From an optimization exercise on the open Yosys and OpenROAD flow, aimed at small area; shortcuts taken in it are not production practice.
Function was checked by simulation only, so behaviour that the tests miss may differ from the original.
Power is estimated from default activity; no workload was simulated.

Design anti_theft_fsm, start of the top module:
module anti_theft_fsm(input clk, input [4:0]btn, input [3:0]time_value,
input [1:0]time_parameter_selector, input ignition, input reset, output [1:0]led, output power, output [6:0]seg, output [3:0]an);
For scale: ~350 cells after synthesis, roughly 130 flip-flops.
==> module fuel_pump, before the edit <==
module fuel_pump(input clk, input reset, input ignition, input hidden, input brake,
	output reg power);
	reg [1:0] fp;
	always @(posedge clk) begin
		power <= !reset && fp[1];
		fp[1] <= !reset && fp[0] && (fp[1] ? ignition : (hidden && brake));
		fp[0] <= !reset && (ignition || (fp[0] && !fp[1]));
	end
endmodule
export LEC_CHECK = 0
export CAP_MARGIN = 20
export CORE_MARGIN = 2
export CORE_UTILIZATION = 80
export SLEW_MARGIN = 20
create_clock -name core_clock -period 10.0 [get_ports {clk}]
standard.sh (not shown) runs the stock make flow with config.mk's settings and CLKGATE_MAP_FILE= SYNTH_SCRIPT=/design/flow/synth_recipe.tcl, a recipe that flattens the netlist after the stock synthesis.
==> flow/flow/run.sh <==
#!/bin/bash
# The standard layout (standard.sh) with three changes:
# - synthesis maps logic with an area-oriented ABC script (flow/synth.tcl);
# - port buffers use the smallest buffer;
# - the clock tree uses small clock buffers and no dummy balancing loads.
# make's output goes to flow_make.log; each tool's log is under orfs/logs/.
set -euo pipefail
HERE=$(pwd)
export CTS_ARGS="-sink_clustering_enable -repair_clock_nets -dont_use_dummy_load -buf_list sky130_fd_sc_hd__clkbuf_4"
export BUFFER_PORTS_ARGS="-buffer_cell sky130_fd_sc_hd__buf_1"
sed "s|SYNTH_SCRIPT=[^ ]*|SYNTH_SCRIPT=$HERE/flow/synth.tcl|" standard.sh > own_standard.sh
grep -q "SYNTH_SCRIPT=$HERE/flow/synth.tcl" own_standard.sh
bash own_standard.sh > flow_make.log 2>&1
==> flow/flow/area.abc <==
strash
&get -n
&dch -f
&nf -R 1000
&put
==> flow/flow/synth.tcl <==
# synth_recipe.tcl with one change: the technology-mapping ABC call uses an
# area-oriented script (flow/area.abc) instead of ORFS's speed script. The
# flip-flops are mapped before ABC runs, so the registers are unchanged.
set ::my_abc_script [file join [file dirname [file normalize [info script]]] area.abc]
proc synth {args} { yosys synth -nofsm -noshare {*}$args }
proc abc {args} {
  set i [lsearch -exact $args -script]
  if { $i >= 0 } { set args [lreplace $args [expr {$i + 1}] [expr {$i + 1}] $::my_abc_script] }
  yosys abc {*}$args
}
source $::env(SCRIPTS_DIR)/synth.tcl
# left out here: clear keep_hierarchy, flatten, clean up, hide names made inside functions, write 1_2_yosys.v
Then changed:
--- a/flow/design.v
+++ b/flow/design.v
@@ -151,6 +151,10 @@
 	always @(posedge clk) begin
 		power <= !reset && fp[1];
-		fp[1] <= !reset && fp[0] && (fp[1] ? ignition : (hidden && brake));
-		fp[0] <= !reset && (ignition || (fp[0] && !fp[1]));
+		if (reset) fp <= 2'b00;
+		else if (fp[1]) begin
+			if (!ignition) fp <= 2'b00;
+		end else if (fp[0]) begin
+			if (hidden && brake) fp <= 2'b10;
+		end else if (ignition) fp <= 2'b01;
 	end
 endmodule
Outcome: The new run passed the timing, DRC and antenna checks; critical path depth does not change; worst hold slack degrades by 7.0 ps; core utilization barely changes; sequential share of layout area stays flat; register-to-register slack stays flat; final area barely changes.

--- another note on this design; it stands on its own ---

## anti_theft_fsm
module anti_theft_fsm(input clk, input [4:0]btn, input [3:0]time_value,
input [1:0]time_parameter_selector, input ignition, input reset, output [1:0]led, output power, output [6:0]seg, output [3:0]an);
Size: roughly 400 cells after synthesis, roughly 130 flip-flops, about 4500 sq um of cells after synthesis.
==> flow/config.mk <==
export PLATFORM = sky130hd
export DESIGN_NAME = anti_theft_fsm
export DESIGN_NICKNAME = anti_theft_fsm
export VERILOG_FILES = /design/flow/design.v
export SDC_FILE = /design/flow/constraint.sdc
export NUM_CORES = 4
export LEC_CHECK = 0
export CAP_MARGIN = 20
export CORE_MARGIN = 2
export CORE_UTILIZATION = 70
export CTS_BUF_LIST = sky130_fd_sc_hd__clkbuf_4
export SLEW_MARGIN = 20
==> flow/constraint.sdc <==
create_clock -name core_clock -period 10.0 [get_ports {clk}]
set_input_delay 2.0000 -clock core_clock [delete_from_list [all_inputs] [get_ports {clk}]]
set_output_delay 2.0000 -clock core_clock [all_outputs]
set_load 0.01 [all_outputs]
run.sh (not shown) runs the stock make flow with config.mk's settings and CLKGATE_MAP_FILE= SYNTH_SCRIPT=/design/flow/synth_recipe.tcl, a recipe that flattens the netlist after the stock synthesis.
The first run completed without violations.
Change:
==> flow/flow/run.sh (new file) <==
#!/bin/bash
# The standard layout (standard.sh) with three changes:
# - synthesis maps logic with an area-oriented ABC script (flow/synth.tcl);
# - port buffers use the smallest buffer;
# - the clock tree uses small clock buffers and no dummy balancing loads.
# make's output goes to flow_make.log; each tool's log is under orfs/logs/.
set -euo pipefail
HERE=$(pwd)
export CTS_ARGS="-sink_clustering_enable -repair_clock_nets -dont_use_dummy_load -buf_list sky130_fd_sc_hd__clkbuf_4"
export BUFFER_PORTS_ARGS="-buffer_cell sky130_fd_sc_hd__buf_1"
sed "s|SYNTH_SCRIPT=[^ ]*|SYNTH_SCRIPT=$HERE/flow/synth.tcl|" standard.sh > own_standard.sh
grep -q "SYNTH_SCRIPT=$HERE/flow/synth.tcl" own_standard.sh
bash own_standard.sh > flow_make.log 2>&1
==> flow/flow/area.abc (new file) <==
strash
&get -n
&st
&syn2
&dch -f
&nf -R 1000
&put
==> flow/flow/synth.tcl (new file) <==
# synth_recipe.tcl with one change: the technology-mapping ABC call uses an
# area-oriented script (flow/area.abc) instead of ORFS's speed script. The
# flip-flops are mapped before ABC runs, so the registers are unchanged.
set ::my_abc_script [file join [file dirname [file normalize [info script]]] area.abc]
proc synth {args} { yosys synth -nofsm -noshare {*}$args }
proc abc {args} {
  set i [lsearch -exact $args -script]
  if { $i >= 0 } { set args [lreplace $args [expr {$i + 1}] [expr {$i + 1}] $::my_abc_script] }
  yosys abc {*}$args
}
source $::env(SCRIPTS_DIR)/synth.tcl
# left out here: clear keep_hierarchy, flatten, clean up, hide names made inside functions, write 1_2_yosys.v
==> flow/standard.sh (new file) <==
#!/bin/bash
# synth_recipe.tcl (not shown) runs the flow's synth.tcl, then flattens the netlist and writes it again
# the make line also repeats each setting of config.mk as NAME=value (left out here)
make -C /OpenROAD-flow-scripts/flow DESIGN_CONFIG=/design/flow/config.mk WORK_HOME=/design/flow/orfs CLKGATE_MAP_FILE= SYNTH_SCRIPT=/design/flow/synth_recipe.tcl "${@:-finish}"
- CTS_BUF_LIST: sky130_fd_sc_hd__clkbuf_4 -> default
removed: flow/run.sh
Result:
- setup slack is better by 0.26 ns
- global-route usage hardly moves
- non-clock buffer count does not change
- clock-buffer cell count decreases by 1
- combinational power fell by about 16%
- maximum frequency goes up by about 5.4%
- core utilization fell by 2.4 points
- via count came out lower by 4.0%
- sequential share of layout area rises by 4.8 points
- power went down by about 12%

## afterwards: timing with drivers on the ports
Ports are ideal in the flow. The routed layouts listed here were re-timed in OpenROAD. Step 1 sets driving cells, clkbuf_16 on the clock port and buf_2 on the other inputs (assumed; they add their load-dependent delay and slew). Step 2 adds t to the input delays and takes it off the output delays; t is the mean of the earliest and latest rising clock arrival at the registers after step 1. Input paths then give back, and output paths get back, about the clock's delay inside the block. Slacks: ideal ports / drivers / drivers and shift; pairs: ideal ports / drivers.
run | t (ns) | slack for setup (ns) | hold slack, ns | worst slew at a driven data input, ns
the first run of note 1 | 0.506 | 4.986 / 4.958 / 5.465 | 0.327 / 0.327 / 0.327 | 0.05
the second run of note 1 | 0.518 | 5.026 / 4.998 / 5.515 | 0.320 / 0.320 / 0.320 | 0.04
the first run of note 2 | 0.522 | 5.001 / 4.972 / 5.495 | 0.340 / 0.340 / 0.340 | 0.04
the second run of note 2 | 0.508 | 5.259 / 5.229 / 5.737 | 0.335 / 0.335 / 0.335 | 0.04
After both steps every run listed still meets setup and hold.
